What follows belongs to an exercise in optimizing a design on an open flow for small area; a production flow would make more cautious choices.
In this exercise RTL edits were held to simulation tests only and were not proved equivalent to the original.
Power figures rest on the tool's default switching activity, not on a simulated workload.

==> delta: inputs <==
==> flow/design.v <==
module async_receiver(clk, rst, RxD, RxD_data_ready, RxD_data);
input clk, rst, RxD;
output RxD_data_ready;    
output [7:0] RxD_data;
reg [12:0] acc;
reg tick;
wire [13:0] c;    
assign c[0] = 1'b0;
assign c[1] = acc[0];
assign c[2] = acc[1] | c[1];
assign c[3] = acc[2] | c[2];
assign c[4] = acc[3] & c[3];
assign c[5] = acc[4] | c[4];
assign c[6] = acc[5] & c[5];
assign c[7] = acc[6] & c[6];
assign c[8] = acc[7] | c[7];
genvar g;
generate for (g = 8; g < 13; g = g + 1) begin : inc
	assign c[g+1] = acc[g] & c[g];
end endgenerate
wire [12:0] acc_next = acc ^ c[12:0] ^ 13'b0_0000_1001_0111;
always @(posedge clk)
if (rst) {tick, acc} <= 14'd0;
else {tick, acc} <= {c[13], acc_next};
reg [1:0] sync_inv;
reg [1:0] cnt_inv;
reg bit_inv;
always @(posedge clk)
if (rst) begin
	sync_inv <= 2'b00;
	cnt_inv <= 2'b00;
	bit_inv <= 1'b0;
end else if (tick) begin
	sync_inv <= {sync_inv[0], ~RxD};
	if ( sync_inv[1] && cnt_inv != 2'b11) cnt_inv <= cnt_inv + 2'h1;
	else if (~sync_inv[1] && cnt_inv != 2'b00) cnt_inv <= cnt_inv - 2'h1;
	if (cnt_inv == 2'b00) bit_inv <= 1'b0;
	else if (cnt_inv == 2'b11) bit_inv <= 1'b1;
end
reg [6:0] pos;
wire sample = tick && (pos[2:0] == 3'b111) && (pos[6:3] != 4'd0);
wire stop_sample = sample && pos[6] && pos[3];
assign RxD_data_ready = pos[6] && pos[4];
wire [7:0] pc;    
assign pc[0] = 1'b1;
generate for (g = 0; g < 7; g = g + 1) begin : pinc
	assign pc[g+1] = &pos[g:0];
end endgenerate
wire [6:0] pos_inc = pos ^ pc[6:0];
always @(posedge clk)
if (rst)
	pos <= 7'd0;
else if (RxD_data_ready)
	pos <= 7'd0;
else if (tick) begin
	if (pos == 7'd0)
		pos <= bit_inv ? 7'd5 : 7'd0;
	else if (stop_sample && bit_inv)
		pos <= 7'd0;
	else
		pos <= pos_inc;
end
reg [7:0] RxD_data;
always @(posedge clk)
if (sample && !stop_sample) RxD_data <= {~bit_inv, RxD_data[7:1]};
endmodule
module strum_bar(
    input clk,
    input rst,
    input [2:0] inst,
    output reg strum_b,
    output reg strum_g,
    output reg drum_foot
    );
reg c_g;
reg c_b;
reg [1:0] c_f;
function maj(input a, input b, input c);
	maj = (a & b) | (a & c) | (b & c);
endfunction
always @(posedge clk)
if (rst) begin
	strum_g <= 1'b0;
	strum_b <= 1'b0;
	drum_foot <= 1'b0;
	c_g <= 1'b0;
	c_b <= 1'b0;
	c_f <= 2'b00;
end else begin
	strum_g <= maj(strum_g, c_g, inst[0]);
	c_g <= maj(c_g, inst[0], ~strum_g);
	strum_b <= maj(strum_b, c_b, inst[1]);
	c_b <= maj(c_b, inst[1], ~strum_b);
	drum_foot <= maj(drum_foot, c_f[1], inst[2]);
	c_f[1] <= maj(c_f[1], c_f[0], inst[2]);
	c_f[0] <= maj(c_f[0], inst[2], ~drum_foot);
end
endmodule
module LCD(
    input clk,
    input rst,
    input mode,
    output reg [7:0] CATHODE,
    output reg [3:0] ANODE
    );
localparam [15:0] POL = 16'hAAAA;
reg [15:0] lf_q;
wire [15:0] lf = lf_q ^ POL;
wire step = (lf == 16'h142C);
wire [15:0] lf_next = (rst || step) ? 16'd0 : {lf[14:0], ~(lf[15] ^ lf[6])};
always @(posedge clk)
lf_q <= lf_next ^ POL;
reg started;     
reg [1:0] dg;    
reg mode_lat;    
always @(posedge clk)
if (rst) begin
	started <= 1'b0;
	dg <= 2'b10;
end else if (step) begin
	started <= 1'b1;
	dg <= {dg[0], ~dg[1]};
end
always @(posedge clk)
if (step) mode_lat <= mode;
always @(*) begin
	ANODE = 4'b0000;
	CATHODE = 8'b00000000;
	if (started) begin
		case (dg)
		2'b00: ANODE = 4'b0111;
		2'b01: ANODE = 4'b1011;
		2'b11: ANODE = 4'b1101;
		default: ANODE = 4'b1110;
		endcase
		case ({mode_lat, dg})
		3'b100: CATHODE = 8'b10000111;  
		3'b101: CATHODE = 8'b10000110;  
		3'b111: CATHODE = 8'b10010010;  
		3'b110: CATHODE = 8'b10000111;  
		3'b000: CATHODE = 8'b10001100;  
		3'b001: CATHODE = 8'b11000111;  
		3'b011: CATHODE = 8'b10001000;  
		default: CATHODE = 8'b10010001;  
		endcase
	end
end
endmodule
module instrument_main(
    input clk,
    input rst,
    input [2:0] btn,
    input RxD,
    input [7:0] sw,
    output reg [4:0] bass,
    output reg [3:0] drum,
    output reg [4:0] guitar,
    output strum_g,
    output strum_b,
    output drum_foot,
    output [7:0] leds,
    output [7:0] CATHODE,
    output [3:0] ANODE
    );
wire RxD_data_ready;
wire [7:0] RxD_data;
reg foot_req;    
reg mode_q;      
wire [2:0] inst = {foot_req, |bass, |guitar};
reg led7;
reg [6:0] led_low;
assign leds = {led7, led_low};
async_receiver receiver(.clk(clk), .rst(rst), .RxD(RxD), .RxD_data_ready(RxD_data_ready), .RxD_data(RxD_data));
strum_bar strum(.clk(clk), .rst(rst), .inst(inst), .strum_b(strum_b), .strum_g(strum_g), .drum_foot(drum_foot));
LCD display(.clk(clk), .rst(rst), .mode(mode_q), .CATHODE(CATHODE), .ANODE(ANODE));
localparam [21:0] POL = 22'h2AAAAA;
reg [21:0] lf_q;
wire [21:0] lf = lf_q ^ POL;
wire step = (lf == 22'h29E031);
always @(posedge clk)
lf_q <= ((rst || step) ? 22'd0 : {lf[20:0], ~(lf[21] ^ lf[20])}) ^ POL;
reg [3:0] state_LED;    
always @(posedge clk)
if (rst) state_LED <= 4'd0;
else if (step) state_LED <= state_LED + 4'd1;
always @(posedge clk)
mode_q <= sw[7];
wire b_bass   = btn == 3'b100;
wire b_drum   = btn == 3'b010;
wire b_guitar = btn == 3'b001;
wire b_none   = !(b_bass || b_drum || b_guitar);
wire manual = sw[7];
wire rx_bass   = RxD_data_ready && RxD_data[2:0] == 3'b001;
wire rx_drum   = RxD_data_ready && RxD_data[2:0] == 3'b010;
wire rx_guitar = RxD_data_ready && RxD_data[2:0] == 3'b100;
wire clr = rst || (manual && b_none);
wire [4:0] v5 = clr ? 5'd0 : manual ? sw[4:0] : RxD_data[7:3];
wire [3:0] v4 = clr ? 4'd0 : manual ? sw[4:1] : RxD_data[6:3];
wire vf = clr ? 1'b0 : manual ? sw[5] : RxD_data[7];
wire ld_bass   = clr || (manual ? b_bass : rx_bass);
wire ld_drum   = clr || (manual ? b_drum : rx_drum);
wire ld_guitar = clr || (manual ? b_guitar : rx_guitar);
always @(posedge clk) begin
	if (ld_bass) bass <= v5;
	if (ld_drum) begin
		drum <= v4;
		foot_req <= vf;
	end
	if (ld_guitar) guitar <= v5;
end
always @(posedge clk)
if (rst || manual) led7 <= 1'b0;
else if (RxD_data_ready) led7 <= ~led7;
localparam SEL_NONE = 2'd0, SEL_BASS = 2'd1, SEL_DRUM = 2'd2, SEL_GUITAR = 2'd3;
reg [1:0] sel;
reg sel_strum;
always @(posedge clk)
if (rst) begin
	sel <= SEL_NONE;
	sel_strum <= 1'b0;
end else begin
	sel <= b_bass ? SEL_BASS : b_drum ? SEL_DRUM : b_guitar ? SEL_GUITAR : SEL_NONE;
	sel_strum <= (b_bass && strum_b) || (b_drum && drum_foot) || (b_guitar && strum_g);
end
wire [1:0] pos = state_LED[3] ? ~state_LED[2:1] : state_LED[2:1];
always @(*) begin
	case (sel)
	SEL_BASS:   led_low = {1'b0, sel_strum, bass};
	SEL_DRUM:   led_low = {1'b0, sel_strum, drum, 1'b0};
	SEL_GUITAR: led_low = {1'b0, sel_strum, guitar};
	default:
		if (!state_LED[0]) led_low = 7'b0000000;
		else case (pos)
		2'd0: led_low = 7'b1100000;
		2'd1: led_low = 7'b0011000;
		2'd2: led_low = 7'b0000110;
		default: led_low = 7'b0000001;
		endcase
	endcase
end
endmodule
==> flow/flow/run.sh <==
#!/bin/bash
# Own layout flow: the standard ORFS flow (standard.sh: the standard
# synthesis, floorplan, power grid and tap cells unchanged) with two settings
# changed through ORFS's own variables:
#  - every input and output port still gets a buffer, but the smallest one
#    (buf_1) instead of the resizer's default pick (clkdlybuf4s50_1);
#  - the clock tree uses clkbuf_8 buffers and no dummy loads.
# make's full output goes to flow_make.log here; ORFS writes each step's log
# under orfs/logs/.
set -euo pipefail
export BUFFER_PORTS_ARGS="-buffer_cell sky130_fd_sc_hd__buf_1"
export CTS_ARGS="-sink_clustering_enable -repair_clock_nets -dont_use_dummy_load -buf_list sky130_fd_sc_hd__clkbuf_8"
bash standard.sh finish > flow_make.log 2>&1
==> flow/standard.sh <==
#!/bin/bash
# synth_recipe.tcl (not shown) runs the flow's synth.tcl, then flattens the netlist and writes it again
# the make line also repeats each setting of config.mk as NAME=value (left out here)
make -C /OpenROAD-flow-scripts/flow DESIGN_CONFIG=/design/flow/config.mk WORK_HOME=/design/flow/orfs CLKGATE_MAP_FILE= SYNTH_SCRIPT=/design/flow/synth_recipe.tcl "${@:-finish}"
==> flow/config.mk <==
export PLATFORM = sky130hd
export DESIGN_NAME = instrument_main
export DESIGN_NICKNAME = instrument_main
export VERILOG_FILES = /design/flow/design.v
export SDC_FILE = /design/flow/constraint.sdc
export NUM_CORES = 4
export LEC_CHECK = 0
export CAP_MARGIN = 20
export CORE_MARGIN = 2
export CORE_UTILIZATION = 40
export SLEW_MARGIN = 20
==> flow/constraint.sdc <==
create_clock -name core_clock -period 10.0 [get_ports {clk}]
set_input_delay 2.0000 -clock core_clock [delete_from_list [all_inputs] [get_ports {clk}]]
set_output_delay 2.0000 -clock core_clock [all_outputs]
set_load 0.01 [all_outputs]
==> nickel (differences from delta) <==
--- a/flow/design.v
+++ b/flow/design.v
@@ -213,4 +213,3 @@
 else if (RxD_data_ready) led7 <= ~led7;
-localparam SEL_NONE = 2'd0, SEL_BASS = 2'd1, SEL_DRUM = 2'd2, SEL_GUITAR = 2'd3;
-reg [1:0] sel;
+reg sel_b, sel_d, sel_g;
 reg sel_strum;
@@ -218,24 +217,27 @@
 if (rst) begin
-	sel <= SEL_NONE;
+	sel_b <= 1'b0;
+	sel_d <= 1'b0;
+	sel_g <= 1'b0;
 	sel_strum <= 1'b0;
 end else begin
-	sel <= b_bass ? SEL_BASS : b_drum ? SEL_DRUM : b_guitar ? SEL_GUITAR : SEL_NONE;
+	sel_b <= b_bass;
+	sel_d <= b_drum;
+	sel_g <= b_guitar;
 	sel_strum <= (b_bass && strum_b) || (b_drum && drum_foot) || (b_guitar && strum_g);
 end
+wire anim = !(sel_b || sel_d || sel_g) && state_LED[0];
 wire [1:0] pos = state_LED[3] ? ~state_LED[2:1] : state_LED[2:1];
+wire a0 = anim && pos == 2'd0;
+wire a1 = anim && pos == 2'd1;
+wire a2 = anim && pos == 2'd2;
+wire a3 = anim && pos == 2'd3;
 always @(*) begin
-	case (sel)
-	SEL_BASS:   led_low = {1'b0, sel_strum, bass};
-	SEL_DRUM:   led_low = {1'b0, sel_strum, drum, 1'b0};
-	SEL_GUITAR: led_low = {1'b0, sel_strum, guitar};
-	default:
-		if (!state_LED[0]) led_low = 7'b0000000;
-		else case (pos)
-		2'd0: led_low = 7'b1100000;
-		2'd1: led_low = 7'b0011000;
-		2'd2: led_low = 7'b0000110;
-		default: led_low = 7'b0000001;
-		endcase
-	endcase
-end
-endmodule
+	led_low[6] = a0;
+	led_low[5] = sel_strum | a0;
+	led_low[4] = (sel_b & bass[4]) | (sel_d & drum[3]) | (sel_g & guitar[4]) | a1;
+	led_low[3] = (sel_b & bass[3]) | (sel_d & drum[2]) | (sel_g & guitar[3]) | a1;
+	led_low[2] = (sel_b & bass[2]) | (sel_d & drum[1]) | (sel_g & guitar[2]) | a2;
+	led_low[1] = (sel_b & bass[1]) | (sel_d & drum[0]) | (sel_g & guitar[1]) | a2;
+	led_low[0] = (sel_b & bass[0]) | (sel_g & guitar[0]) | a3;
+end
+endmodule
==> flow/flow/run.sh (replaced) <==
#!/bin/bash
# Own layout flow: the standard ORFS flow (standard.sh) with these changes:
#  - synthesis: flow/synth.tcl (the standard synthesis with an area-oriented
#    combinational mapping; registers unchanged);
#  - every input and output port still gets a buffer, but the smallest one
#    (buf_1) instead of the resizer's default pick (clkdlybuf4s50_1);
#  - the clock tree uses clkbuf_8 buffers and no dummy loads.
# Floorplan, power grid, tap cells, placement, routing are the standard ones.
# make's full output goes to flow_make.log here; ORFS writes each step's log
# under orfs/logs/.
set -euo pipefail
here=$(pwd)
flowdir=$(cd "$(dirname "$0")" && pwd)
sed "s|SYNTH_SCRIPT=[^ ]*|SYNTH_SCRIPT=$flowdir/synth.tcl|" standard.sh > own_standard.sh
grep -q "SYNTH_SCRIPT=$flowdir/synth.tcl" own_standard.sh
export BUFFER_PORTS_ARGS="-buffer_cell sky130_fd_sc_hd__buf_1"
export CTS_ARGS="-sink_clustering_enable -repair_clock_nets -dont_use_dummy_load -buf_list sky130_fd_sc_hd__clkbuf_8"
bash own_standard.sh finish > "$here/flow_make.log" 2>&1
==> flow/flow/area.abc (new file) <==
strash
dch -f
map -a
strash
dch -f
map -a
strash
dch -f
map -a
topo
==> flow/flow/synth.tcl (new file) <==
# The standard synthesis (synth_recipe.tcl: ORFS's synth.tcl without Yosys's fsm
# and share passes, then flattened and renamed the same way), with two changes
# to the combinational mapping only:
#  - no extract_fa: adders stay plain logic for ABC instead of ha/fa cells;
#  - ABC maps for area (area.abc here) instead of ORFS's delay-driven script.
# Registers are mapped by the same dfflibmap step, so they keep their names
# and cell types.
set my_flow_dir [file dirname [file normalize [info script]]]
proc synth {args} { yosys synth -nofsm -noshare {*}$args }
proc extract_fa {args} { puts "bench own flow: extract_fa skipped" }
proc abc {args} {
  set i [lsearch -exact $args -script]
  if {$i >= 0} { lset args [expr {$i + 1}] [file join $::my_flow_dir area.abc] }
  puts "bench own flow: abc $args"
  yosys abc {*}$args
}
source $::env(SCRIPTS_DIR)/synth.tcl
# left out here: clear keep_hierarchy, flatten, clean up, hide names made inside functions, write 1_2_yosys.v
==> yarrow (differences from delta) <==
--- a/flow/design.v
+++ b/flow/design.v
@@ -213,4 +213,3 @@
 else if (RxD_data_ready) led7 <= ~led7;
-localparam SEL_NONE = 2'd0, SEL_BASS = 2'd1, SEL_DRUM = 2'd2, SEL_GUITAR = 2'd3;
-reg [1:0] sel;
+reg sel_b, sel_d, sel_g;
 reg sel_strum;
@@ -218,24 +217,27 @@
 if (rst) begin
-	sel <= SEL_NONE;
+	sel_b <= 1'b0;
+	sel_d <= 1'b0;
+	sel_g <= 1'b0;
 	sel_strum <= 1'b0;
 end else begin
-	sel <= b_bass ? SEL_BASS : b_drum ? SEL_DRUM : b_guitar ? SEL_GUITAR : SEL_NONE;
+	sel_b <= b_bass;
+	sel_d <= b_drum;
+	sel_g <= b_guitar;
 	sel_strum <= (b_bass && strum_b) || (b_drum && drum_foot) || (b_guitar && strum_g);
 end
+wire anim = !(sel_b || sel_d || sel_g) && state_LED[0];
 wire [1:0] pos = state_LED[3] ? ~state_LED[2:1] : state_LED[2:1];
+wire a0 = anim && pos == 2'd0;
+wire a1 = anim && pos == 2'd1;
+wire a2 = anim && pos == 2'd2;
+wire a3 = anim && pos == 2'd3;
 always @(*) begin
-	case (sel)
-	SEL_BASS:   led_low = {1'b0, sel_strum, bass};
-	SEL_DRUM:   led_low = {1'b0, sel_strum, drum, 1'b0};
-	SEL_GUITAR: led_low = {1'b0, sel_strum, guitar};
-	default:
-		if (!state_LED[0]) led_low = 7'b0000000;
-		else case (pos)
-		2'd0: led_low = 7'b1100000;
-		2'd1: led_low = 7'b0011000;
-		2'd2: led_low = 7'b0000110;
-		default: led_low = 7'b0000001;
-		endcase
-	endcase
-end
-endmodule
+	led_low[6] = a0;
+	led_low[5] = sel_strum | a0;
+	led_low[4] = (sel_b & bass[4]) | (sel_d & drum[3]) | (sel_g & guitar[4]) | a1;
+	led_low[3] = (sel_b & bass[3]) | (sel_d & drum[2]) | (sel_g & guitar[3]) | a1;
+	led_low[2] = (sel_b & bass[2]) | (sel_d & drum[1]) | (sel_g & guitar[2]) | a2;
+	led_low[1] = (sel_b & bass[1]) | (sel_d & drum[0]) | (sel_g & guitar[1]) | a2;
+	led_low[0] = (sel_b & bass[0]) | (sel_g & guitar[0]) | a3;
+end
+endmodule
==> flow/flow/run.sh (replaced) <==
#!/bin/bash
# Own layout flow: the standard ORFS flow (standard.sh) with these changes:
#  - synthesis: flow/synth.tcl (the standard synthesis with an area-oriented
#    combinational mapping; registers unchanged);
#  - every input and output port still gets a buffer, but the smallest one
#    (buf_1) instead of the resizer's default pick (clkdlybuf4s50_1);
#  - the clock tree uses clkbuf_8 buffers and no dummy loads.
# Floorplan, power grid, tap cells, placement, routing are the standard ones.
# make's full output goes to flow_make.log here; ORFS writes each step's log
# under orfs/logs/.
set -euo pipefail
here=$(pwd)
flowdir=$(cd "$(dirname "$0")" && pwd)
sed "s|SYNTH_SCRIPT=[^ ]*|SYNTH_SCRIPT=$flowdir/synth.tcl|" standard.sh > own_standard.sh
grep -q "SYNTH_SCRIPT=$flowdir/synth.tcl" own_standard.sh
export BUFFER_PORTS_ARGS="-buffer_cell sky130_fd_sc_hd__buf_1"
export CTS_ARGS="-sink_clustering_enable -repair_clock_nets -dont_use_dummy_load -buf_list sky130_fd_sc_hd__clkbuf_8"
bash own_standard.sh finish > "$here/flow_make.log" 2>&1
==> flow/flow/area.abc (new file) <==
strash
&get -n
&st
&dch
&nf -R 1000 -p -F 8 -A 8
&put
strash
&get -n
&st
&dch
&nf -R 1000 -p -F 8 -A 8
&put
strash
&get -n
&st
&dch
&nf -R 1000 -p -F 8 -A 8
&put
strash
&get -n
&st
&dch
&nf -R 1000 -p -F 8 -A 8
&put
strash
&get -n
&st
&dch
&nf -R 1000 -p -F 8 -A 8
&put
topo
==> flow/flow/synth.tcl (new file) <==
# The standard synthesis (synth_recipe.tcl: ORFS's synth.tcl without Yosys's fsm
# and share passes, then flattened and renamed the same way), with two changes
# to the combinational mapping only:
#  - no extract_fa: adders stay plain logic for ABC instead of ha/fa cells;
#  - ABC maps for area (area.abc here) instead of ORFS's delay-driven script.
# Registers are mapped by the same dfflibmap step, so they keep their names
# and cell types.
set my_flow_dir [file dirname [file normalize [info script]]]
proc synth {args} { yosys synth -nofsm -noshare {*}$args }
proc extract_fa {args} { puts "bench own flow: extract_fa skipped" }
proc abc {args} {
  set i [lsearch -exact $args -script]
  if {$i >= 0} { lset args [expr {$i + 1}] [file join $::my_flow_dir area.abc] }
  puts "bench own flow: abc $args"
  yosys abc {*}$args
}
source $::env(SCRIPTS_DIR)/synth.tcl
# left out here: clear keep_hierarchy, flatten, clean up, hide names made inside functions, write 1_2_yosys.v
==> run notes <==
| quantity | yarrow | delta | nickel |
|---|---|---|---|
| Run status | finished clean | finished clean | finished clean |
| Placer's final routability congestion estimate | 0.820 | 0.817 | 0.796 |
| Required @ worst endpoint | 9.99 ns | 8.00 ns | 9.97 ns |
| Worst hold path endpoint | display.lf_q[9] | lf_q[1] | lf_q[1] |
| Internal power of the cells | 0.000560 W | 0.000567 W | 0.000556 W |
| Final Critical Period | 3.88 ns | 4.00 ns | 4.08 ns |
| Sequential group share of total power | 65.9% | 64.3% | 65.9% |
| Crit path arrival time | 3.87 ns | 2.00 ns | 4.05 ns |
| Number of clock sinks | 108 | 107 | 108 |
| Drt first pass iters | 5 | 4 | 4 |
| Worst setup path startpoint | rst | state_LED[1] | rst |
| Num tapcells | 129 | 136 | 129 |
| Clock-cell share of area | 2.92% | 2.63% | 2.87% |
| Worst Path Class, Setup | in -> reg | reg -> out | in -> reg |
| Last element of the critical path | guitar[3] | leds[4] | bass[2] |
| Area fraction in and, or, nand and nor cells after synthesis | 22.4% | 20.1% | 19.0% |
| Ratio of total power to cell area | 170 nW/µm² | 156 nW/µm² | 166 nW/µm² |
| Initial Util | 41.0% | 41.5% | 41.6% |
| Met2 routed wirelength | 3070 µm | 3540 µm | 3230 µm |
| Power share of the combinational group | 6.3% | 7.8% | 5.9% |
| Post-synthesis instance area | 3790 µm² | 4320 µm² | 3880 µm² |
| Area of the multi-input gates | 1350 µm² | 1760 µm² | 1260 µm² |
| Number of rows in the core area | 35 | 37 | 35 |
| Total Routed Length | 6860 µm | 7480 µm | 7020 µm |
| Number of global-route vias before repair | 2590 | 2863 | 2640 |

==> separate check: timing with driven ports <==
Ports are ideal in the flow. The routed layouts listed here were re-timed in OpenROAD.
Step 1, drivers: a clkbuf_16 drives clk and a buf_2 each remaining input, both assumed.
Step 2, shift: input delay + t, output delay - t, t = (earliest + latest rising clock arrival at the registers) / 2. This alone moves slack from input paths to output paths.
a / b / c = ideal / step 1 / step 2; a / b = the first two.
run | t, ns | slack for setup (ns) | clock arrival spread, ns
delta | 0.387 | 6.004 / 5.971 / 6.358 | 0.026 / 0.026
nickel | 0.374 | 5.919 / 5.925 / 5.550 | 0.042 / 0.041
yarrow | 0.373 | 6.121 / 6.131 / 5.758 | 0.025 / 0.026
After both steps every run listed still meets setup and hold. For nickel, which loses most, drivers alone change the setup slack by +0.006 ns; drivers and shift together by -0.369 ns.
